This is an optimization exercise on Yosys and OpenROAD, whose aim is small area, not a production implementation. Only simulation tests tie the RTL to the original design; equivalence was not proved. Power and IR drop assume default switching activity.

==> flow/config.mk <==
export PLATFORM = sky130hd
export DESIGN_NAME = cpu_core
export DESIGN_NICKNAME = cpu_core
export VERILOG_FILES = /design/flow/design.v
export SDC_FILE = /design/flow/constraint.sdc
export NUM_CORES = 4
export LEC_CHECK = 0
export CAP_MARGIN = 20
export CORE_MARGIN = 2
export CORE_UTILIZATION = 40
export PLACE_DENSITY = 0.6
export SLEW_MARGIN = 20
==> flow/constraint.sdc <==
create_clock -name core_clock -period 12.0 [get_ports {i_clk}]
set_input_delay 2.4000 -clock core_clock [delete_from_list [all_inputs] [get_ports {i_clk}]]
set_output_delay 2.4000 -clock core_clock [all_outputs]
set_load 0.01 [all_outputs]
==> flow/design.v <==
typedef enum logic [6:0] {
  OP_LOAD   = 7'b0000011,
  OP_ITYPE  = 7'b0010011,
  OP_STORE  = 7'b0100011,
  OP_RTYPE  = 7'b0110011,
  OP_BRANCH = 7'b1100011,
  OP_JALR   = 7'b1100111,
  OP_JAL    = 7'b1101111
} opcode_t;
typedef struct packed {
  logic [24:0] upper;
  opcode_t     opcode;
} common_fields_t;
typedef struct packed {
  logic [6:0] funct7;
  logic [4:0] rs2;
  logic [4:0] rs1;
  logic [2:0] funct3;
  logic [4:0] rd;
  logic [6:0] opcode;
} r_type_t;
typedef struct packed {
  logic [11:0] imm;
  logic [4:0]  rs1;
  logic [2:0]  funct3;
  logic [4:0]  rd;
  logic [6:0]  opcode;
} i_type_t;
typedef struct packed {
  logic [6:0] imm_11_5;
  logic [4:0] rs2;
  logic [4:0] rs1;
  logic [2:0] funct3;
  logic [4:0] imm_4_0;
  logic [6:0] opcode;
} s_type_t;
typedef struct packed {
  logic       imm_12;
  logic [5:0] imm_10_5;
  logic [4:0] rs2;
  logic [4:0] rs1;
  logic [2:0] funct3;
  logic [3:0] imm_4_1;
  logic       imm_11;
  logic [6:0] opcode;
} b_type_t;
typedef struct packed {
  logic [19:0] imm;
  logic [4:0]  rd;
  logic [6:0]  opcode;
} u_type_t;
typedef struct packed {
  logic       imm_20;
  logic [9:0] imm_10_1;
  logic       imm_11;
  logic [7:0] imm_19_12;
  logic [4:0] rd;
  logic [6:0] opcode;
} j_type_t;
typedef union packed {
  logic [31:0]    raw;
  common_fields_t common;
  r_type_t        r_type;
  i_type_t        i_type;
  s_type_t        s_type;
  b_type_t        b_type;
  u_type_t        u_type;
  j_type_t        j_type;
} insn_t;
function automatic logic [31:0] get_i_imm(insn_t insn);
  get_i_imm = {{20{insn.i_type.imm[11]}}, insn.i_type.imm};
endfunction
function automatic logic [31:0] get_s_imm(insn_t insn);
  get_s_imm = {{20{insn.s_type.imm_11_5[6]}}, insn.s_type.imm_11_5, insn.s_type.imm_4_0};
endfunction
function automatic logic [31:0] get_b_imm(insn_t insn);
  get_b_imm = {
    {19{insn.b_type.imm_12}},
    insn.b_type.imm_12,
    insn.b_type.imm_11,
    insn.b_type.imm_10_5,
    insn.b_type.imm_4_1,
    1'b0
  };
endfunction
function automatic logic [31:0] get_u_imm(insn_t insn);
  get_u_imm = {insn.u_type.imm, 12'b0};
endfunction
function automatic logic [31:0] get_j_imm(insn_t insn);
  get_j_imm = {
    {11{insn.j_type.imm_20}},
    insn.j_type.imm_20,
    insn.j_type.imm_19_12,
    insn.j_type.imm_11,
    insn.j_type.imm_10_1,
    1'b0
  };
endfunction
typedef enum logic [1:0] {
  ALUOP_ADD     = 2'b00,
  ALUOP_SLTU    = 2'b01,
  ALUOP_FUNCT   = 2'b10,
  ALUOP_INVALID = 2'b11
} alu_ctrl_t;
typedef enum logic [3:0] {
  OP_ADD     = 4'b0000,
  OP_SLL     = 4'b0001,
  OP_SLT     = 4'b0010,
  OP_SLTU    = 4'b0011,
  OP_XOR     = 4'b0100,
  OP_SRL     = 4'b0101,
  OP_OR      = 4'b0110,
  OP_AND     = 4'b0111,
  OP_SUB     = 4'b1000,
  OP_SRA     = 4'b1101,
  OP_INVALID = 4'b1111
} alu_op_t;
typedef enum logic {
  ALUSRC_IMM = 1'b0,
  ALUSRC_REG = 1'b1
} alu_src_t;
typedef struct packed {logic is_jal;} cpu_ctrl_p2_t;
typedef struct packed {
  alu_ctrl_t alu_ctrl;
  alu_src_t  alu_src;
} cpu_ctrl_p3_t;
typedef struct packed {
  logic is_branch;
  logic mem_rd_en;
  logic mem_wr_en;
  logic is_mem_to_reg;
} cpu_ctrl_p4_t;
typedef struct packed {logic reg_wr_en;} cpu_ctrl_p5_t;
typedef struct packed {
  cpu_ctrl_p2_t p2;
  cpu_ctrl_p3_t p3;
  cpu_ctrl_p4_t p4;
  cpu_ctrl_p5_t p5;
} cpu_ctrl_t;
typedef struct packed {
  logic [31:0] pc;
  logic [31:0] pc_plus_4;
} p1p2_t;
typedef struct packed {
  logic [31:0] pc;
  logic [31:0] pc_plus_4;
  logic [31:0] reg_rd_data1;
  logic [31:0] reg_rd_data2;
  cpu_ctrl_t   ctrl;
  insn_t       insn;
} p2p3_t;
typedef struct packed {
  logic [31:0] pc_next;
  logic [31:0] reg_rd_data2;
  logic [31:0] alu_out;
  cpu_ctrl_t   ctrl;
  insn_t       insn;
} p3p4_t;
typedef struct packed {
  logic [31:0] reg_wr_data;
  cpu_ctrl_t   ctrl;
  insn_t       insn;
} p4p5_t;
module alu (
    input  logic    [31:0] i_alu_a,
    input  logic    [31:0] i_alu_b,
    input  alu_op_t        i_alu_ctrl,
    output logic    [31:0] o_alu_out,
    output logic           o_alu_exception
);
  logic [31:0] diff;
  logic [ 4:0] shamt;
  logic [31:0] result;
  assign diff  = i_alu_a - i_alu_b;
  assign shamt = i_alu_b[4:0];
  always_comb begin : alu_result
    case (i_alu_ctrl)
      OP_ADD: result = i_alu_a + i_alu_b;
      OP_SUB: result = diff;
      OP_SLT: begin
        if (i_alu_a[31] ^ i_alu_b[31]) begin
          result = {31'b0, i_alu_a[31]};
        end else begin
          result = {31'b0, diff[31]};
        end
      end
      OP_SLTU: result = {31'b0, (i_alu_a < i_alu_b)};
      OP_AND: result = i_alu_a & i_alu_b;
      OP_OR: result = i_alu_a | i_alu_b;
      OP_XOR: result = i_alu_a ^ i_alu_b;
      OP_SLL: result = i_alu_a << shamt;
      OP_SRL: result = i_alu_a >> shamt;
      OP_SRA: result = $signed(i_alu_a) >>> shamt;
      OP_INVALID: result = '0;
      default: result = '0;
    endcase
  end
  always_comb begin : alu_controller
    if (i_alu_ctrl == OP_INVALID) begin
      o_alu_exception = '1;
    end else begin
      o_alu_exception = '0;
    end
  end
  assign o_alu_out = result;
endmodule
module aluctrl (
    input  alu_ctrl_t       i_aluop,
    input  logic      [2:0] i_funct3,
    input  logic            i_funct7_5,
    output alu_op_t         o_alu_ctrl
);
  alu_op_t ctrl;
  always_comb begin
    case (i_aluop)
      ALUOP_ADD: begin
        ctrl = OP_ADD;
      end
      ALUOP_SLTU: begin
        ctrl = OP_SLTU;
      end
      ALUOP_FUNCT: begin
        ctrl = alu_op_t'({i_funct7_5, i_funct3});
      end
      ALUOP_INVALID: begin
        ctrl = OP_INVALID;
      end
    endcase
  end
  assign o_alu_ctrl = ctrl;
endmodule
module control (
    input  opcode_t   i_opcode,
    output cpu_ctrl_t o_ctrl
);
  alu_ctrl_t aluop;
  logic      mem_rd_en;
  logic      mem_wr_en;
  logic      reg_wr_en;
  logic      is_mem_to_reg;
  logic      is_branch;
  logic      is_jal;   
  logic      is_jalr;   
  alu_src_t  alu_src;
  always_comb begin
    mem_rd_en     = '0;
    mem_wr_en     = '0;
    reg_wr_en     = '0;
    is_mem_to_reg = '0;
    is_branch     = '0;
    is_jal        = '0;
    is_jalr       = '0;
    alu_src       = ALUSRC_IMM;
    aluop         = ALUOP_ADD;
    case (i_opcode)
      OP_RTYPE: begin
        reg_wr_en = '1;
        alu_src   = ALUSRC_REG;
        aluop     = ALUOP_FUNCT;
      end
      OP_ITYPE: begin
        reg_wr_en = '1;
        aluop     = ALUOP_FUNCT;
      end
      OP_LOAD: begin
        mem_rd_en     = '1;
        reg_wr_en     = '1;
        is_mem_to_reg = '1;
      end
      OP_STORE: begin
        mem_wr_en = '1;
      end
      OP_BRANCH: begin
        is_branch = '1;
      end
      OP_JAL: begin
        is_jal    = '1;
        reg_wr_en = '1;
      end
      OP_JALR: begin
        is_jalr   = '1;
        reg_wr_en = '1;
      end
    endcase
    o_ctrl                  = '0;
    o_ctrl.p2.is_jal        = is_jal;
    o_ctrl.p3.alu_ctrl      = aluop;
    o_ctrl.p3.alu_src       = alu_src;
    o_ctrl.p4.is_branch     = is_branch;
    o_ctrl.p4.mem_rd_en     = mem_rd_en;
    o_ctrl.p4.mem_wr_en     = mem_wr_en;
    o_ctrl.p4.is_mem_to_reg = is_mem_to_reg;
    o_ctrl.p5.reg_wr_en     = reg_wr_en;
  end
endmodule
module regfile #(
    parameter int XW = 32
) (
    input  logic          i_clk,
    input  logic          i_rst_n,
    input  logic [   4:0] i_rd_addr1,   
    input  logic [   4:0] i_rd_addr2,   
    output logic [XW-1:0] o_rd_data1,
    output logic [XW-1:0] o_rd_data2,
    input  logic [XW-1:0] i_wr_data,
    input  logic [   4:0] i_wr_addr,    
    input  logic          i_wr_en
);
  logic   [XW-1:0] x        [31];
  logic   [XW-1:0] rd_data1;
  logic   [XW-1:0] rd_data2;
  integer          i;
  always_ff @(posedge i_clk or negedge i_rst_n) begin
    if (~i_rst_n) begin
      for (i = 0; i < 31; i++) begin
        x[i] <= '0;
      end
      rd_data1 <= '0;
      rd_data2 <= '0;
    end else begin
      if (i_wr_en) begin
        if (i_wr_addr != 5'b0) begin   
          x[i_wr_addr-1] <= i_wr_data;
        end
      end
      rd_data1 <= i_rd_addr1 == 0 ? '0 : x[i_rd_addr1-1];
      rd_data2 <= i_rd_addr2 == 0 ? '0 : x[i_rd_addr2-1];
    end
  end
  assign o_rd_data1 = rd_data1;
  assign o_rd_data2 = rd_data2;
endmodule
module insnmem #(
    parameter int SIZE = 512
) (
    input  logic         i_clk,
    input  logic         i_rst_n,
    input  logic  [31:0] i_pc,
    output insn_t        o_insn,
    output logic         o_imem_exception,
    output logic  [31:0] o_imem_addr,
    input  logic  [31:0] i_imem_rdata
);
  logic [31:0] next_insn;
  logic [31:0] addr;
  logic [ 1:0] align_bits;
  assign align_bits = i_pc[1:0];
  always_comb begin : imem_controller
    if (align_bits == 2'b0) begin
      o_imem_exception = 1'b0;
      addr             = i_pc;
    end else begin
      o_imem_exception = 1'b1;
      addr             = '0;
    end
  end
  always_ff @(posedge i_clk or negedge i_rst_n) begin : fetch_insn
    if (~i_rst_n) begin
      next_insn <= 32'h00000013;   
    end else begin
      next_insn <= i_imem_rdata;
    end
  end
  assign o_insn      = next_insn;
  assign o_imem_addr = addr;
endmodule
module memory (
    input         i_rst_n,
    input         i_clk,
    input         i_ctrl_mem_rd_en,
    input         i_ctrl_mem_wr_en,
    input  [31:0] i_mem_addr,
    input  [31:0] i_mem_wdata,
    output [31:0] o_mem_rdata,
    output [31:0] o_dmem_addr,
    output [31:0] o_dmem_wdata,
    output        o_dmem_rd_en,
    output        o_dmem_wr_en,
    input  [31:0] i_dmem_rdata
);
  logic [31:0] next_rdata;
  always_ff @(posedge i_clk or negedge i_rst_n) begin
    if (~i_rst_n) begin
      next_rdata <= 0;
    end else begin
      if (i_ctrl_mem_rd_en) begin
        next_rdata <= i_dmem_rdata;
      end
    end
  end
  assign o_mem_rdata  = next_rdata;
  assign o_dmem_addr  = i_mem_addr;
  assign o_dmem_wdata = i_mem_wdata;
  assign o_dmem_rd_en = i_ctrl_mem_rd_en;
  assign o_dmem_wr_en = i_ctrl_mem_wr_en & ~i_ctrl_mem_rd_en;
endmodule
module p1p2 (
    input  logic  i_clk,
    input  logic  i_rst_n,
    input  p1p2_t i_p1p2,
    output p1p2_t o_p1p2
);
  p1p2_t p1p2_next;
  always_ff @(posedge i_clk or negedge i_rst_n) begin
    if (~i_rst_n) begin
      p1p2_next <= '0;
    end else begin
      p1p2_next <= i_p1p2;
    end
  end
  assign o_p1p2 = p1p2_next;
endmodule
module p2p3 (
    input  logic  i_clk,
    input  logic  i_rst_n,
    input  p2p3_t i_p2p3,
    output p2p3_t o_p2p3
);
  p2p3_t p2p3_next;
  always_ff @(posedge i_clk or negedge i_rst_n) begin
    if (~i_rst_n) begin
      p2p3_next      <= '0;
      p2p3_next.insn <= 32'h00000013;   
    end else begin
      p2p3_next <= i_p2p3;
    end
  end
  assign o_p2p3 = p2p3_next;
endmodule
module p3p4 (
    input         i_clk,
    input         i_rst_n,
    input  p3p4_t i_p3p4,
    output p3p4_t o_p3p4
);
  p3p4_t p3p4_next;
  always @(posedge i_clk or negedge i_rst_n) begin
    if (~i_rst_n) begin
      p3p4_next      <= '0;
      p3p4_next.insn <= 32'h00000013;   
    end else begin
      p3p4_next <= i_p3p4;
    end
  end
  assign o_p3p4 = p3p4_next;
endmodule
module p4p5 (
    input         i_clk,
    input         i_rst_n,
    input  p4p5_t i_p4p5,
    output p4p5_t o_p4p5
);
  p4p5_t p4p5_next;
  always @(posedge i_clk or negedge i_rst_n) begin
    if (~i_rst_n) begin
      p4p5_next      <= '0;
      p4p5_next.insn <= 32'h00000013;   
    end else begin
      p4p5_next <= i_p4p5;
    end
  end
  assign o_p4p5 = p4p5_next;
endmodule
module cpu_core #(
    parameter int HAZARD_TECHNIQUE           = 0,
    parameter int ENABLE_LOAD_USE_FORWARDING = 1
) (
    input i_clk,
    input i_rst_n,
    output logic [31:0] o_imem_addr,
    input  logic [31:0] i_imem_rdata,
    output logic [31:0] o_dmem_addr,
    output logic [31:0] o_dmem_wdata,
    output logic        o_dmem_rd_en,
    output logic        o_dmem_wr_en,
    input  logic [31:0] i_dmem_rdata,
    output logic        o_wb_en,
    output logic [ 4:0] o_wb_addr,
    output logic [31:0] o_wb_data
);
  p1p2_t p1p2, p1p2_q;
  p2p3_t p2p3, p2p3_q;
  p3p4_t p3p4, p3p4_q;
  p4p5_t p4p5, p4p5_q;
  insn_t p2_insn, p3_insn;
  logic [31:0] p2_pc_next;   
  assign p3_insn = p2p3_q.insn;
  logic    [31:0] p3_imm_se;
  logic    [31:0] p3_pc_next;   
  logic    [31:0] p4_reg_wr_data;
  logic    [31:0] alu_in1;
  logic    [31:0] alu_in2;
  alu_op_t        alu_ctrl;
  logic    [31:0] alu_in2_pre;
  logic    [31:0] p3_alu_out;
  logic    [31:0] mem_wdata;
  logic    [31:0] mem_rdata;
  logic    [31:0] mem_wdata_forwarded;
  logic stall_if, stall_id, stall_ex;
  logic flush_id, flush_ex;
  logic        enable_forwarding;
  logic [31:0] pc;
  logic [31:0] pc_plus_4_next;
  logic [31:0] pc_plus_4_q;
  logic        p2_pc_jal;
  logic [31:0] alu_in1_forwarded;
  logic [31:0] alu_in2_forwarded;
  always_comb begin
    pc = pc_plus_4_q;
    if (p2p3.ctrl.p2.is_jal) begin
      pc = p2_pc_next;
    end else if (p3p4_q.ctrl.p4.is_branch) begin
      pc = p3p4_q.pc_next;
    end
  end
  always_ff @(posedge i_clk or negedge i_rst_n) begin
    if (~i_rst_n) begin
      pc_plus_4_q <= '0;
    end else begin
      pc_plus_4_q <= pc_plus_4_next;
    end
  end
  assign pc_plus_4_next = pc + 4;
  insnmem #(
      .SIZE(4096)
  ) insnmem_u (
      .i_clk           (i_clk),
      .i_rst_n         (i_rst_n),
      .i_pc            (pc),
      .o_insn          (p2_insn),
      .o_imem_exception(   ),
      .o_imem_addr     (o_imem_addr),
      .i_imem_rdata    (i_imem_rdata)
  );
  assign p1p2.pc        = pc;
  assign p1p2.pc_plus_4 = pc_plus_4_q;
  p1p2 p1p2_u (
      .i_clk  (i_clk),
      .i_rst_n(i_rst_n),
      .i_p1p2 (p1p2),
      .o_p1p2 (p1p2_q)
  );
  regfile regfile_u (
      .i_clk     (i_clk),
      .i_rst_n   (i_rst_n),
      .i_rd_addr1(p2_insn.r_type.rs1),
      .i_rd_addr2(p2_insn.r_type.rs2),
      .o_rd_data1(p2p3.reg_rd_data1),
      .o_rd_data2(p2p3.reg_rd_data2),
      .i_wr_addr (p4p5_q.insn.r_type.rd),
      .i_wr_data (p4p5_q.reg_wr_data),
      .i_wr_en   (p4p5_q.ctrl.p5.reg_wr_en)
  );
  control control_u (
      .i_opcode(p2_insn.common.opcode),
      .o_ctrl  (p2p3.ctrl)
  );
  always_comb begin
    p2p3.pc        = p1p2_q.pc;
    p2p3.pc_plus_4 = p1p2_q.pc_plus_4;
    p2p3.insn      = p2_insn;
  end
  p2p3 p2p3_u (
      .i_clk  (i_clk),
      .i_rst_n(i_rst_n),
      .i_p2p3 (p2p3),
      .o_p2p3 (p2p3_q)
  );
  always_comb begin : sign_extend_immediate
    case (p2p3_q.insn.common.opcode)
      OP_ITYPE, OP_LOAD, OP_JALR: p3_imm_se = get_i_imm(p3_insn);
      OP_STORE:                   p3_imm_se = get_s_imm(p3_insn);
      OP_BRANCH:                  p3_imm_se = get_b_imm(p3_insn);
      OP_JAL:                     p3_imm_se = get_j_imm(p3_insn);
      default:                    p3_imm_se = get_i_imm(p3_insn);
    endcase
  end
  aluctrl alucontrol_u (
      .i_aluop   (p2p3_q.ctrl.p3.alu_ctrl),
      .i_funct3  (p2p3_q.insn.r_type.funct3),
      .i_funct7_5(p2p3_q.insn.r_type.funct7[5]),
      .o_alu_ctrl(alu_ctrl)
  );
  alu alu_u (
      .i_alu_a        (alu_in1),
      .i_alu_b        (alu_in2),
      .i_alu_ctrl     (alu_ctrl),
      .o_alu_out      (p3_alu_out),
      .o_alu_exception(   )
  );
  always_comb begin
    p3p4.pc_next      = p3_pc_next;
    p3p4.alu_out      = p3_alu_out;
    p3p4.reg_rd_data2 = p2p3_q.reg_rd_data2;
    p3p4.ctrl         = p2p3_q.ctrl;
    p3p4.insn         = p2p3_q.insn;
  end
  p3p4 p3p4_u (
      .i_clk  (i_clk),
      .i_rst_n(i_rst_n),
      .i_p3p4 (p3p4),
      .o_p3p4 (p3p4_q)
  );
  memory memory_u (
      .i_rst_n         (i_rst_n),
      .i_clk           (i_clk),
      .i_ctrl_mem_rd_en(p3p4_q.ctrl.p4.mem_rd_en),
      .i_ctrl_mem_wr_en(p3p4_q.ctrl.p4.mem_wr_en),
      .i_mem_addr      (p3_alu_out),
      .i_mem_wdata     (mem_wdata),
      .o_mem_rdata     (mem_rdata),
      .o_dmem_addr     (o_dmem_addr),
      .o_dmem_wdata    (o_dmem_wdata),
      .o_dmem_rd_en    (o_dmem_rd_en),
      .o_dmem_wr_en    (o_dmem_wr_en),
      .i_dmem_rdata    (i_dmem_rdata)
  );
  always_comb begin
    p4p5.reg_wr_data = p4_reg_wr_data;
    p4p5.ctrl        = p3p4_q.ctrl;
    p4p5.insn        = p3p4_q.insn;
  end
  p4p5 p4p5_u (
      .i_clk  (i_clk),
      .i_rst_n(i_rst_n),
      .i_p4p5 (p4p5),
      .o_p4p5 (p4p5_q)
  );
  assign enable_forwarding   = 1'b0;
  assign alu_in1_forwarded   = p2p3_q.reg_rd_data1;
  assign alu_in2_forwarded   = alu_in2_pre;
  assign mem_wdata_forwarded = p3p4_q.reg_rd_data2;
  assign o_wb_en   = p4p5_q.ctrl.p5.reg_wr_en;
  assign o_wb_addr = p4p5_q.insn.r_type.rd;
  assign o_wb_data = p4p5_q.reg_wr_data;
  assign p4_reg_wr_data = p3p4_q.ctrl.p4.is_mem_to_reg ? mem_rdata : p3p4_q.alu_out;
  assign alu_in1        = enable_forwarding ? alu_in1_forwarded : p2p3_q.reg_rd_data1;
  assign alu_in2        = enable_forwarding ? alu_in2_forwarded : alu_in2_pre;
  assign alu_in2_pre    = p2p3_q.ctrl.p3.alu_src == ALUSRC_REG ? p2p3_q.reg_rd_data2 : p3_imm_se;
  assign mem_wdata      = mem_wdata_forwarded;
  assign p2_pc_next     = p1p2_q.pc + get_j_imm(p2_insn);
  assign p3_pc_next     = p2p3_q.pc + p3_imm_se;
endmodule
==> flow/run.sh <==
#!/bin/bash
# synth_recipe.tcl (not shown) runs the flow's synth.tcl, then flattens the netlist and writes it again
# the make line also repeats each setting of config.mk as NAME=value (left out here)
make -C /OpenROAD-flow-scripts/flow DESIGN_CONFIG=/design/flow/config.mk WORK_HOME=/design/flow/orfs CLKGATE_MAP_FILE= SYNTH_SCRIPT=/design/flow/synth_recipe.tcl finish
==> impl_metrics.csv <==
group,metric,value,unit
outcome,outcome,"complete, no violations",
grt,grt_antenna_before_repair,16,
worst_setup_path,cp.required,9.60,ns
power,p_per_area,154,nW/um^2
route,drc,0,
finish,final_layout_size_suffix_gt1_frac,0.247,
clocking,clock-root-buffer,"clkbuf_16",
clocking,numCtsBuffers,159,
synthesis,ys_seq_area_frac,0.481,
place,placed_cells,9097,
synthesis,synth.avg_cell_area,11.1,um^2
synthesis,ys_types,98,
synthesis,synth-edff-count,0,
timing,rsz0062_at_grt,"false",
finish,stdcell_count,9396,
power,leakagePower,39.0,nW
die,core_area,188000,um^2
route,drtIter0Drc,12000,
power,peakVddDrop,0.180,mV
synthesis,ys_warn_count,12,
die,initial_core_util,0.404,
route,vias_per_cell,6.99,
place,finalWeightedCongestion,0.987,
grt,grt_pass1_wl,486000,um
min_path,hold_class,"register to register",
synthesis,syn_area,76000,um^2
clocking,path_clk_slew,0.06,ns
clocking,postCtsSetupBuffers,0,
worst_setup_path,crit_fanout,46,
place,port_buffers,199,
synthesis,synthCells,6837,
timing,drv_slew,0,
clocking,ctsResizeCount,0,
finish,area_delta_synth_final,13.4,%
synthesis,ys_seq_elements,1459,
route,firstDrtPassIters,10,
worst_setup_path,worst-setup-path-type,"register to output port",
timing,finalSetupTns,0,ns
route,wl_per_cell,37.4,um
clocking,cts_buffer_depth,3,
finish,multi_input_area,36900,um^2
grt,first_global_vias,62700,
clocking,clock-sinks,1459,
finish,fin_nets,6984,
timing,max_freq,0.0974,GHz
route,ant_nets,0,
grt,grt_max_degree,163,
worst_setup_path,cp-end-kind,"output port",
timing,hold_viol,0,
finish,regArea,36500,um^2
flow_run,cap_violations,0,
die,die_w,440,um
die,fp.dieH,440,um
synthesis,postSynth.asyncResetShare,1.00,
worst_setup_path,crit_arrival,7.87,ns
clocking,ctsHtreeMaxLevel,4,
timing,slew_headroom,0.214,
grt,grt_overflow,0,
timing,clock-skew-final,0.0466,ns
timing,period_minus_slack,10.27,ns
die,ios,202,
grt,grt_usage,0.353,
die,die-area,193000,um^2
finish,nFillCells,17400,
route,via_count,65700,
worst_setup_path,worst_setup_path_start_kind,"register",
clocking,clk-insertion-delay-late,0.85,ns
route,wl,351000,um
die,rows,159,
synthesis,synth_ff_type,"dfrtp_1",
timing,worstMarginPinSlew,1.17,ns
timing,fin_crit_sh,0.856,
clocking,tritoncts,"yes",
timing,setup_viol,0,
clocking,hold_buffers,0,
place,dp_hpwl,209000,um
==> placed cells by master (no fill, tap or decap), types with 72 or more instances in the layout <==
cell,count
o21ai_0,176
mux2i_1,170
mux2_2,1077
a22o_1,263
nand2_1,246
ha_1,152
a221oi_1,242
clkdlybuf4s50_1,198
nor3_1,133
xnor2_1,72
buf_4,199
nand3_1,134
a211oi_1,75
a21oi_1,301
a22oi_1,372
nand4_1,142
inv_1,131
clkbuf_16,161
dfrtp_1,1439
nor2_1,294
==> through the flow <==
stage	power, mW	instance area [um^2]	setup slack, ns	hold slack (ns)	util
after floorplan	7.09	76000	3.67	0.331	-
after global placement	8.10	80700	2.69	0.332	0.429
after detailed placement	8.12	80700	2.76	0.335	0.429
after CTS	13.2	86100	1.83	0.336	0.458
after global routing	13.7	86200	1.37	0.341	0.458
final	13.3	86200	1.73	0.342	0.458
==> metal layers <==
| layer | wire length (um) | global-route usage |
|---|---|---|
| met3 | 47400 | 0.134 |
| met5 | 157 | 0.00298 |
| met1 | 134000 | 0.457 |
| met4 | 24400 | 0.199 |
| met2 | 145000 | 0.506 |
==> critical path, cell delays in order, from the launching register on <==
cell and delay, ns:
dfstp_2 0.53, and4b_1 0.66, mux2i_1 0.29, and2_1 0.18, buf_4 0.46, inv_2 0.24
ha_1 0.45, nor2b_1 0.20, a31oi_1 0.13, a211oi_1 0.49, o211ai_1 0.23, a2111oi_1 0.39
buf_4 0.24, nand2_1 0.06, nand3_1 0.17, a221oi_1 0.13, fa_1 0.53, o22ai_1 0.09
a211oi_1 0.20, o21ai_0 0.11, a221oi_1 0.30, o21ai_0 0.33, clkdlybuf4s50_1 0.57
==> synth_stat cells, types with 49 or more instances <==
library cell	number	area (um^2)
nor3_1	141	706
mux2i_1	170	1700
nand4_1	142	888
clkbuf_1	503	1890
o22ai_1	50	313
a211oi_1	75	563
nand2_1	252	946
dfrtp_1	1453	36400
a22o_1	263	2300
a221oi_1	242	2120
buf_1	57	214
a21o_1	49	368
ha_1	152	1900
buf_4	66	495
o21ai_0	176	881
a21oi_1	301	1510
mux2_2	1077	12100
nand3_1	138	691
a22oi_1	372	2790
xnor2_1	73	639
nor2_1	353	1330
inv_1	133	499
==> power by group <==
group / total [mW] / leakage (nW) / internal (mW) / switching (mW)
logic: 2.40 / 16.8 / 0.897 / 1.51
registers: 5.70 / 19.6 / 5.32 / 0.384
clock network: 5.15 / 2.65 / 2.97 / 2.18
==> state kept, by name, indices dropped and copies added (netlist names) <==
name	cells
regfile_u.rd_data1	32
p2p3_u.p2p3_next	132
regfile_u.rd_data2	32
p3p4_u.p3p4_next	105
p1p2_u.p1p2_next	34
regfile_u.x	992
p4p5_u.p4p5_next	38
memory_u.next_rdata	32
insnmem_u.next_insn	32
pc_plus_4_q	30
==> cells by family (layout without fill, tap and decap cells) <==
group	Yosys count	after routing	synth area share
compound gates	1855	1855	0.179
xor+xnor	91	91	0.0105
fa+ha+maj	156	156	0.0260
buf+inv	783	836	0.0423
flops	1459	1459	0.481
mux	1248	1248	0.182
other cells	1	12	0.0000494
simple gates	1244	1244	0.0796
==> cell type report <==
cell class / count / share of cell area
antenna: 10 / 0.000290
clock buffer: 222 / 0.0528
clock inverter: 67 / 0.0103
inverter: 139 / 0.00611
multi-input combinational: 4596 / 0.428
sequential: 1459 / 0.424
tap: 2495 / 0.0362
timing repair buffer: 408 / 0.0425
==> worst paths after layout <==
| path | start | end | slack [ns] | cells after the start |
|---|---|---|---|---|
| hold / removal | regfile_u.rd_data1[24] | p2p3_u.p2p3_next[97] | 0.34 | 0 |
| min in group asynchronous | i_rst_n | p1p2_u.p1p2_next[53] | 1.51 | 1 |
| hold reg to reg | regfile_u.rd_data1[24] | p2p3_u.p2p3_next[97] | 0.34 | 0 |
| setup reg to reg | p2p3_u.p2p3_next[1] | p3p4_u.p3p4_next[72] | 5.32 | 21 |
| setup / recovery | p2p3_u.p2p3_next[1] | o_dmem_addr[31] | 1.73 | 22 |
| max in group asynchronous | i_rst_n | regfile_u.x[21][12] | 8.04 | 3 |

## separate check: timing with driven ports
How much do the figures lean on ideal ports? The routed layout below was timed once more, with nothing changed but the port constraints.
Step 1 sets driving cells, clkbuf_16 on the clock port and buf_2 on the other inputs (assumed; they add their load-dependent delay and slew).
Step 2 times the ports against the registers' clock, not the clock port: input delays grow and output delays shrink by t, the midpoint of the rising clock arrivals with the driver on.
a / b / c = no drivers / after step 1 / after step 2; a / b = the first two.
shift t [ns]: 0.923
slack for setup (ns): 1.731 / 1.633 / 2.556
worst hold slack (ns): 0.342 / 0.342 / 0.342
After both steps setup and hold are still met in this run. The setup slack of this run moves by -0.098 ns with the drivers and by +0.825 ns with both steps.
